Source: an optimization exercise on an open RTL-to-GDS flow (aim: small area, a short achievable clock period and few clock cycles per item). Production flows keep margins and buffers that such runs may drop. RTL that was checked went through simulation tests only; none was proved equivalent to the original. No driver is modelled on the clock port, so clock power and skew are understated where the tree is cut down; a real chip needs a root buffer or a tree. Power figures rest on the tool's default switching activity, not on a simulated workload.

== run a ==
==> module functions, before the edit <==
module functions(input clk,
                 input rst,
                 input [7:0] a,
                 input [7:0] b,
                 input start,
                 output wire [9:0] out,
                 output wire busy
                );
    localparam J = 5;
    wire [6:1] t;
    cbrt root(.a(b), .t(t));
    wire [J+1:0] lo;
    adder #(.J(J)) sum(.A(a), .T(t), .S(lo));
    reg       a0_q;
    reg [J-1:0] lo_q;
    reg [1:0] c_q;
    reg [7:J] ahi_q;
    always @(posedge clk)
        if (rst) begin
            a0_q  <= 1'b0;
            lo_q  <= 0;
            c_q   <= 2'd0;
            ahi_q <= 0;
        end else if (start) begin
            a0_q  <= a[0];
            lo_q  <= lo[J-1:0];
            c_q   <= lo[J+1:J];
            ahi_q <= a[7:J];
        end
    wire [8-J:0] hi = ahi_q + ahi_q[7:J+1] + c_q;
    assign out  = {hi, lo_q, a0_q};
    assign busy = 1'b0;
endmodule
clock: 5.5 ns
lec_check: 0
cap_margin: 20
core_area: 4 4 66 66
die_area: 0 0 70 70
slew_margin: 20
standard.sh (not shown) runs the stock make flow with config.mk's settings and CLKGATE_MAP_FILE= SYNTH_SCRIPT=/design/flow/synth_recipe.tcl, a recipe that flattens the netlist after the stock synthesis.
==> flow/flow/run.sh <==
#!/bin/bash
# The standard layout (standard.sh), with two changes:
#  - synthesis maps the logic with its own delay-driven ABC script
#    (flow/abc.script) and leaves adders to ABC instead of ORFS's
#    full/half-adder cells;
#  - the port buffers are the smallest buffer instead of the resizer's
#    default pick (a slow delay buffer).
set -euo pipefail
here=$(pwd)
cat flow/abc_wrap.tcl synth_recipe.tcl > own_synth.tcl
export MY_ABC_SCRIPT=$here/flow/abc.script
export MY_ABC_D=1000
bash standard.sh SYNTH_SCRIPT=$here/own_synth.tcl ADDER_MAP_FILE= \
  BUFFER_PORTS_ARGS="-buffer_cell sky130_fd_sc_hd__buf_1" finish > orfs_flow.log 2>&1
==> flow/flow/abc.script <==
strash
dch
map -D 1000
topo
stime -c
buffer -c
upsize -c -D 1000
dnsize -c -D 1000
==> flow/flow/abc_wrap.tcl <==
# Runs Yosys's abc with this flow's own ABC script (flow/abc.script) and
# delay target in place of ORFS's; everything else in the synthesis is
# the standard script, which this file is put in front of.
proc abc {args} {
  set i [lsearch -exact $args -script]
  if {$i >= 0} { set args [lreplace $args $i [expr {$i + 1}] -script $::env(MY_ABC_SCRIPT)] }
  set i [lsearch -exact $args -D]
  if {$i >= 0} { set args [lreplace $args $i [expr {$i + 1}]] }
  lappend args -D $::env(MY_ABC_D)
  puts "abc (own script): $args"
  yosys abc {*}$args
}
Run a completed end to end with timing, DRC and antenna clean.
Testbench counts of run a, summed over its fixed seeds: cycles 800, items 800.
The inputs of run b differ from those of run a as listed below.
--- a/flow/design.v
+++ b/flow/design.v
@@ -30,27 +30,40 @@
                  output wire busy
                 );
     localparam J = 5;
+    localparam W = 9 - J;
     wire [6:1] t;
     cbrt root(.a(b), .t(t));
     wire [J+1:0] lo;
     adder #(.J(J)) sum(.A(a), .T(t), .S(lo));
-    reg       a0_q;
+    wire [W-1:0] v = a[7:J] + a[7:J+1];
+    reg         a0_q;
     reg [J-1:0] lo_q;
-    reg [1:0] c_q;
-    reg [7:J] ahi_q;
+    reg [1:0]   c_q;
+    reg [W-1:0] v_q;
     always @(posedge clk)
         if (rst) begin
-            a0_q  <= 1'b0;
-            lo_q  <= 0;
-            c_q   <= 2'd0;
-            ahi_q <= 0;
+            a0_q <= 1'b0;
+            lo_q <= 0;
+            c_q  <= 2'd0;
+            v_q  <= 0;
         end else if (start) begin
-            a0_q  <= a[0];
-            lo_q  <= lo[J-1:0];
-            c_q   <= lo[J+1:J];
-            ahi_q <= a[7:J];
+            a0_q <= a[0];
+            lo_q <= lo[J-1:0];
+            c_q  <= lo[J+1:J];
+            v_q  <= v;
         end
-    wire [8-J:0] hi = ahi_q + ahi_q[7:J+1] + c_q;
+    reg [W-1:0] hi;
+    reg ones0, ones1;
+    integer i;
+    always @(*) begin
+        ones0 = 1'b1;
+        ones1 = 1'b1;
+        for (i = 0; i < W; i = i + 1) begin
+            hi[i] = v_q[i] ^ ((c_q[0] & ones0) | (c_q[1] & ones1 & (i > 0)));
+            ones0 = ones0 & v_q[i];
+            if (i > 0) ones1 = ones1 & v_q[i];
+        end
+    end
     assign out  = {hi, lo_q, a0_q};
     assign busy = 1'b0;
 endmodule
==> comparison <==
- Run b ended up with a[0] as its timing startpoint of the critical path; run a ended up with ahi_q[6]$_SDFFE_PP0P_.
- Taking run a as the reference point, the power dissipated by switching net loads of run b rises by 0.0094 mW.
- Compared with run a, in run b fmax up about 2.4%, area after detailed placement up 100 um^2.
- The run showing the greater final worst setup slack is run b.
- Looking at detailed-routed wire length on met2, run b sits about 8% above run a.
Function not checked in run b: the RTL went through the layout flow alone.

========
Another version of the RTL of functions (not shown whole).
Size: ~160 cells after synthesis, roughly 11 flip-flops, roughly 30 I/O pins, roughly 1000 um2 of cells after synthesis.
==> module functions, before the edit <==
module functions(input clk,
                 input rst,
                 input [7:0] a,
                 input [7:0] b,
                 input start,
                 output wire [9:0] out,
                 output wire busy
                );
    localparam J = 5;
    localparam W = 9 - J;
    wire [6:1] t;
    cbrt root(.a(b), .t(t));
    wire [J+1:0] lo;
    adder #(.J(J)) sum(.A(a), .T(t), .S(lo));
    wire [1:0] c = lo[J+1:J];
    wire [W-1:0] v = a[7:J] + a[7:J+1];
    reg         a0_q;
    reg [J-1:0] lo_q;
    reg         sj_q;
    reg         u_q;
    reg [W-1:1] v_q;
    always @(posedge clk)
        if (rst) begin
            a0_q <= 1'b0;
            lo_q <= 0;
            sj_q <= 1'b0;
            u_q  <= 1'b0;
            v_q  <= 0;
        end else if (start) begin
            a0_q <= a[0];
            lo_q <= lo[J-1:0];
            sj_q <= v[0] ^ c[0];
            u_q  <= c[1] | (c[0] & v[0]);
            v_q  <= v[W-1:1];
        end
    reg [W-1:1] hi;
    reg ones;
    integer i;
    always @(*) begin
        ones = u_q;
        for (i = 1; i < W; i = i + 1) begin
            hi[i] = v_q[i] ^ ones;
            ones = ones & v_q[i];
        end
    end
    assign out  = {hi, sj_q, lo_q, a0_q};
    assign busy = 1'b0;
endmodule
clock: 5.5 ns
lec_check: 0
cap_margin: 20
core_area: 4 4 66 66
die_area: 0 0 70 70
slew_margin: 20
==> flow/flow/run.sh <==
#!/bin/bash
# The standard layout (standard.sh), with three changes:
#  - synthesis maps the logic with its own delay-driven ABC script
#    (flow/abc.script) and leaves adders to ABC instead of ORFS's
#    full/half-adder cells;
#  - the port buffers are the smallest buffer instead of the resizer's
#    default pick (a slow delay buffer);
#  - the clock tree is one buffer (flow/post_cts.tcl).
set -euo pipefail
here=$(pwd)
cat flow/abc_wrap.tcl synth_recipe.tcl > own_synth.tcl
export MY_ABC_SCRIPT=$here/flow/abc.script
export MY_ABC_D=1000
bash standard.sh SYNTH_SCRIPT=$here/own_synth.tcl ADDER_MAP_FILE= \
  BUFFER_PORTS_ARGS="-buffer_cell sky130_fd_sc_hd__buf_1" \
  CTS_ARGS="-sink_clustering_enable -repair_clock_nets -dont_use_dummy_load -buf_list sky130_fd_sc_hd__clkbuf_4 -root_buf sky130_fd_sc_hd__clkbuf_4" \
  POST_CTS_TCL=$here/flow/post_cts.tcl \
  finish > orfs_flow.log 2>&1
==> flow/flow/post_cts.tcl <==
# After CTS: the clock tree TritonCTS builds for this small design is a root
# buffer feeding two leaf buffers. Drive every clock sink from the root
# buffer instead and remove the leaf buffers, so the clock port feeds one
# buffer and that buffer feeds all the flip-flops.
set block [ord::get_db_block]
set clk_port_net [$block findNet clk]
set root ""
foreach it [$clk_port_net getITerms] {
  if {[$it isInputSignal] || [[$it getMTerm] getIoType] eq "INPUT"} {
    set root [$it getInst]
  }
}
if {$root eq ""} { error "post_cts: no buffer on the clock port" }
set root_out ""
foreach it [$root getITerms] {
  if {[[$it getMTerm] getIoType] eq "OUTPUT"} { set root_out [$it getNet] }
}
puts "post_cts: root buffer [$root getName] drives [$root_out getName]"
set leaves {}
foreach it [$root_out getITerms] {
  set inst [$it getInst]
  if {$inst eq $root} { continue }
  if {[string match "*clkbuf*" [[$inst getMaster] getName]]} { lappend leaves $inst }
}
foreach leaf $leaves {
  set out ""
  foreach it [$leaf getITerms] {
    if {[[$it getMTerm] getIoType] eq "OUTPUT"} { set out [$it getNet] }
  }
  set sinks {}
  foreach it [$out getITerms] {
    if {[$it getInst] ne $leaf} { lappend sinks $it }
  }
  foreach it $sinks {
    $it disconnect
    $it connect $root_out
  }
  puts "post_cts: removed [$leaf getName], [llength $sinks] sinks moved to [$root_out getName]"
  odb::dbInst_destroy $leaf
  odb::dbNet_destroy $out
}
Scripts as last shown in full above: flow/flow/abc.script, flow/flow/abc_wrap.tcl
The starting point ran to the end with no violations.
Edit:
--- a/flow/design.v
+++ b/flow/design.v
@@ -32,40 +32,38 @@
     localparam J = 5;
     localparam W = 9 - J;
     wire [6:1] t;
     cbrt root(.a(b), .t(t));
     wire [J+1:0] lo;
     adder #(.J(J)) sum(.A(a), .T(t), .S(lo));
-    wire [1:0] c = lo[J+1:J];
     wire [W-1:0] v = a[7:J] + a[7:J+1];
     reg         a0_q;
     reg [J-1:0] lo_q;
-    reg         sj_q;
-    reg         u_q;
-    reg [W-1:1] v_q;
+    reg [1:0]   c_q;
+    reg [W-1:0] v_q;
     always @(posedge clk)
         if (rst) begin
             a0_q <= 1'b0;
             lo_q <= 0;
-            sj_q <= 1'b0;
-            u_q  <= 1'b0;
+            c_q  <= 2'd0;
             v_q  <= 0;
         end else if (start) begin
             a0_q <= a[0];
             lo_q <= lo[J-1:0];
-            sj_q <= v[0] ^ c[0];
-            u_q  <= c[1] | (c[0] & v[0]);
-            v_q  <= v[W-1:1];
+            c_q  <= lo[J+1:J];
+            v_q  <= v;
         end
-    reg [W-1:1] hi;
-    reg ones;
+    reg [W-1:0] hi;
+    reg ones0, ones1;
     integer i;
     always @(*) begin
-        ones = u_q;
-        for (i = 1; i < W; i = i + 1) begin
-            hi[i] = v_q[i] ^ ones;
-            ones = ones & v_q[i];
+        ones0 = 1'b1;
+        ones1 = 1'b1;
+        for (i = 0; i < W; i = i + 1) begin
+            hi[i] = v_q[i] ^ ((c_q[0] & ones0) | (c_q[1] & ones1 & (i > 0)));
+            ones0 = ones0 & v_q[i];
+            if (i > 0) ones1 = ones1 & v_q[i];
         end
     end
-    assign out  = {hi, sj_q, lo_q, a0_q};
+    assign out  = {hi, lo_q, a0_q};
     assign busy = 1'b0;
 endmodule
After rerunning: The new run passed the timing, DRC and antenna checks; global-route usage went down by 0.97 points; core utilization drops by 1.8 points; combinational power fell by 8.4%; area after synthesis shrinks by 5.7%; register-to-register slack barely changes; sequential power went up by 8.4%; maximum frequency goes up by 0.99%.
No functional check of the RTL was part of any run of this note.

========
The RTL this note starts from:
==> flow/design.v <==
`timescale 1ns / 1ps
module adder #(parameter J = 5)
             (input wire [7:0] A,
              input wire [6:1] T,
              output wire [J+1:0] S
             );
    wire [2:0] r = {T[4], (T[2] & ~T[4]) | T[6],
                    (T[1] & ~T[2]) | (T[3] & ~T[4]) | (T[5] & ~T[6])};
    assign S = A[J-1:0] + A[J:1] + r;
endmodule
`timescale 1ns / 1ps
`timescale 1ns / 1ps
module cbrt(input [7:0] a,
            output [6:1] t
            );
    assign t[1] = |a;                                               
    assign t[2] = |a[7:3];                                          
    assign t[3] = |a[7:5] | (a[4] & a[3] & (a[2] | (a[1] & a[0])));  
    assign t[4] = a[7] | a[6];                                      
    assign t[5] = a[7] | (&a[6:2] & (a[1] | a[0]));                 
    assign t[6] = a[7] & a[6] & (a[5] | (a[4] & a[3]));             
endmodule
`timescale 1ns / 1ps
module functions(input clk,
                 input rst,
                 input [7:0] a,
                 input [7:0] b,
                 input start,
                 output wire [9:0] out,
                 output wire busy
                );
    localparam J = 4;
    localparam W = 9 - J;
    wire [6:1] t;
    cbrt root(.a(b), .t(t));
    wire [J+1:0] lo;
    adder #(.J(J)) sum(.A(a), .T(t), .S(lo));
    wire [1:0] c = lo[J+1:J];
    wire [W-1:0] v = a[7:J] + a[7:J+1];
    reg         a0_q;
    reg [J-1:0] lo_q;
    reg         sj_q;
    reg         u_q;
    reg [W-1:1] v_q;
    always @(posedge clk)
        if (rst) begin
            a0_q <= 1'b0;
            lo_q <= 0;
            sj_q <= 1'b0;
            u_q  <= 1'b0;
            v_q  <= 0;
        end else if (start) begin
            a0_q <= a[0];
            lo_q <= lo[J-1:0];
            sj_q <= v[0] ^ c[0];
            u_q  <= c[1] | (c[0] & v[0]);
            v_q  <= v[W-1:1];
        end
    reg [W-1:1] hi;
    reg ones;
    integer i;
    always @(*) begin
        ones = u_q;
        for (i = 1; i < W; i = i + 1) begin
            hi[i] = v_q[i] ^ ones;
            ones = ones & v_q[i];
        end
    end
    assign out  = {hi, sj_q, lo_q, a0_q};
    assign busy = 1'b0;
endmodule
Settings: LEC_CHECK=0, CAP_MARGIN=20, CORE_AREA=4 4 66 66, DIE_AREA=0 0 70 70, SLEW_MARGIN=20; clock period 5.5 ns.
Scripts as last shown in full above: flow/flow/run.sh, flow/flow/abc.script, flow/flow/abc_wrap.tcl, flow/flow/post_cts.tcl
Next try:
--- a/flow/design.v
+++ b/flow/design.v
@@ -26,13 +26,13 @@
                  input [7:0] a,
                  input [7:0] b,
                  input start,
                  output wire [9:0] out,
                  output wire busy
                 );
-    localparam J = 4;
+    localparam J = 3;
     localparam W = 9 - J;
     wire [6:1] t;
     cbrt root(.a(b), .t(t));
     wire [J+1:0] lo;
     adder #(.J(J)) sum(.A(a), .T(t), .S(lo));
     wire [1:0] c = lo[J+1:J];
=>
- utilization drops by 1.7 points
- setup slack is better by 92 ps
- design area came out lower by 5.7%
- total power decreases by 4.6%
- critical path depth came out lower by 1
- global-route usage is lower by 0.74 points
- final cell count went down by 2.4%
- first-iteration DRC count rose by 130%
- worst hold slack gets better by 51 ps
- count of clock-buffer cells in the layout is unchanged
- register-to-register slack got worse by 40 ps
Function was not checked in any run of this note: the RTL went through the layout flow alone.

========
== before ==
functions, a different RTL version from the one above (not shown whole).
For scale: about 140 cells after synthesis, roughly 11 flip-flops, roughly 30 I/O pins, ~930 sq um of cells after synthesis.
Design functions, start of the top module:
module functions(input clk,
                 input rst,
                 input [7:0] a,
                 input [7:0] b,
                 input start,
                 output wire [9:0] out,
                 output wire busy
                );
==> module functions, before the edit <==
module functions(input clk,
                 input rst,
                 input [7:0] a,
                 input [7:0] b,
                 input start,
                 output wire [9:0] out,
                 output wire busy
                );
    localparam J = 4;
    wire [6:1] t;
    cbrt root(.a(b), .t(t));
    wire [J+1:0] lo;
    adder #(.J(J)) sum(.A(a), .T(t), .S(lo));
    reg       a0_q;
    reg [J-1:0] lo_q;
    reg [1:0] c_q;
    reg [7:J] ahi_q;
    always @(posedge clk)
        if (rst) begin
            a0_q  <= 1'b0;
            lo_q  <= 0;
            c_q   <= 2'd0;
            ahi_q <= 0;
        end else if (start) begin
            a0_q  <= a[0];
            lo_q  <= lo[J-1:0];
            c_q   <= lo[J+1:J];
            ahi_q <= a[7:J];
        end
    wire [8-J:0] hi = ahi_q + ahi_q[7:J+1] + c_q;
    assign out  = {hi, lo_q, a0_q};
    assign busy = 1'b0;
endmodule
==> flow/config.mk <==
export PLATFORM = sky130hd
export DESIGN_NAME = functions
export DESIGN_NICKNAME = functions
export VERILOG_FILES = /design/flow/design.v
export SDC_FILE = /design/flow/constraint.sdc
export NUM_CORES = 4
export LEC_CHECK = 0
export CAP_MARGIN = 20
export CORE_AREA = 4 4 66 66
export DIE_AREA = 0 0 70 70
export SETUP_SLACK_MARGIN = 3.2
export SLEW_MARGIN = 20
export TNS_END_PERCENT = 10
==> flow/constraint.sdc <==
create_clock -name core_clock -period 5.5 [get_ports {clk}]
set_input_delay 1.1000 -clock core_clock [delete_from_list [all_inputs] [get_ports {clk}]]
set_output_delay 1.1000 -clock core_clock [all_outputs]
set_load 0.01 [all_outputs]
Scripts as last shown in full above: flow/flow/run.sh, flow/flow/abc.script, flow/flow/abc_wrap.tcl, flow/flow/post_cts.tcl
The following lists how after was set up differently from before:
-- flow/design.v --
<<< before, line 30
                 output wire busy
                );
    localparam J = 4;
    wire [6:1] t;
    cbrt root(.a(b), .t(t));
    wire [J+1:0] lo;
    adder #(.J(J)) sum(.A(a), .T(t), .S(lo));
    reg       a0_q;
    reg [J-1:0] lo_q;
    reg [1:0] c_q;
    reg [7:J] ahi_q;
    always @(posedge clk)
        if (rst) begin
            a0_q  <= 1'b0;
            lo_q  <= 0;
            c_q   <= 2'd0;
            ahi_q <= 0;
        end else if (start) begin
            a0_q  <= a[0];
            lo_q  <= lo[J-1:0];
            c_q   <= lo[J+1:J];
            ahi_q <= a[7:J];
        end
    wire [8-J:0] hi = ahi_q + ahi_q[7:J+1] + c_q;
    assign out  = {hi, lo_q, a0_q};
    assign busy = 1'b0;
endmodule
>>> after, line 30
                 output wire busy
                );
    localparam J = 3;
    localparam W = 9 - J;
    wire [6:1] t;
    cbrt root(.a(b), .t(t));
    wire [J+1:0] lo;
    adder #(.J(J)) sum(.A(a), .T(t), .S(lo));
    wire [1:0] c = lo[J+1:J];
    wire [W-1:0] v = a[7:J] + a[7:J+1];
    reg         a0_q;
    reg [J-1:0] lo_q;
    reg         sj_q;
    reg         u_q;
    reg [W-1:1] v_q;
    always @(posedge clk)
        if (rst) begin
            a0_q <= 1'b0;
            lo_q <= 0;
            sj_q <= 1'b0;
            u_q  <= 1'b0;
            v_q  <= 0;
        end else if (start) begin
            a0_q <= a[0];
            lo_q <= lo[J-1:0];
            sj_q <= v[0] ^ c[0];
            u_q  <= c[1] | (c[0] & v[0]);
            v_q  <= v[W-1:1];
        end
    reg [W-1:1] hi;
    reg ones;
    integer i;
    always @(*) begin
        ones = u_q;
        for (i = 1; i < W; i = i + 1) begin
            hi[i] = v_q[i] ^ ones;
            ones = ones & v_q[i];
        end
    end
    assign out  = {hi, sj_q, lo_q, a0_q};
    assign busy = 1'b0;
endmodule
[summary]
Via count (lower): before. ahi_q[5]$_SDFFE_PP0P_ as the source of the critical timing path was reported by before, and v_q[1]$_SDFFE_PP0P_ by after. The ratio of cells with drive above 1 in the final layout of after exceeds that of before by 9.8 points. Per the comparison of after with before, wire length of the first global-routing pass went up; wire length after detailed routing went up. Run comparison: before worst setup path endpoint out[8]; after worst setup path endpoint out[9]. Summary of after over before: stage delay of the slowest cell on the critical path did not really move, remaining max-slew budget at the tightest pin went up.
Function was not checked in any run of this note: the RTL went through the layout flow alone.

-- afterwards: timing with drivers on the ports --
In the flow no input, the clock included, has a driving cell. The finished layouts below were timed again as built, in two steps.
Step 1, drivers: a clkbuf_16 drives clk and a buf_2 each remaining input, both assumed.
Step 2, shift: input delay + t, output delay - t, t = (earliest + latest rising clock arrival at the registers) / 2. This alone moves slack from input paths to output paths.
Three values: ideal ports, drivers, drivers and shift; two values: the first two.
run | t (ns) | setup slack, ns | worst register clock-pin slew, ns | pins driven straight from the clock port
run a | 0.254 | 2.990 / 2.969 / 2.941 | 0.05 / 0.05 | 1
run b | 0.255 | 3.049 / 3.048 / 2.793 | 0.05 / 0.05 | 1
the first run of note 2 | 0.182 | 2.985 / 2.981 / 2.799 | 0.11 / 0.11 | 1
the second run of note 2 | 0.191 | 3.009 / 3.006 / 2.815 | 0.12 / 0.12 | 1
the first run of note 3 | 0.189 | 2.988 / 2.984 / 2.796 | 0.11 / 0.11 | 1
the second run of note 3 | 0.186 | 3.081 / 3.062 / 2.991 | 0.11 / 0.11 | 1
before | 0.187 | 2.830 / 2.809 / 2.902 | 0.11 / 0.11 | 1
after | 0.188 | 3.223 / 3.204 / 3.056 | 0.11 / 0.11 | 1
After both steps every run listed still meets setup and hold. For run b, which loses most, drivers alone change the setup slack by -0.001 ns; drivers and shift together by -0.256 ns.
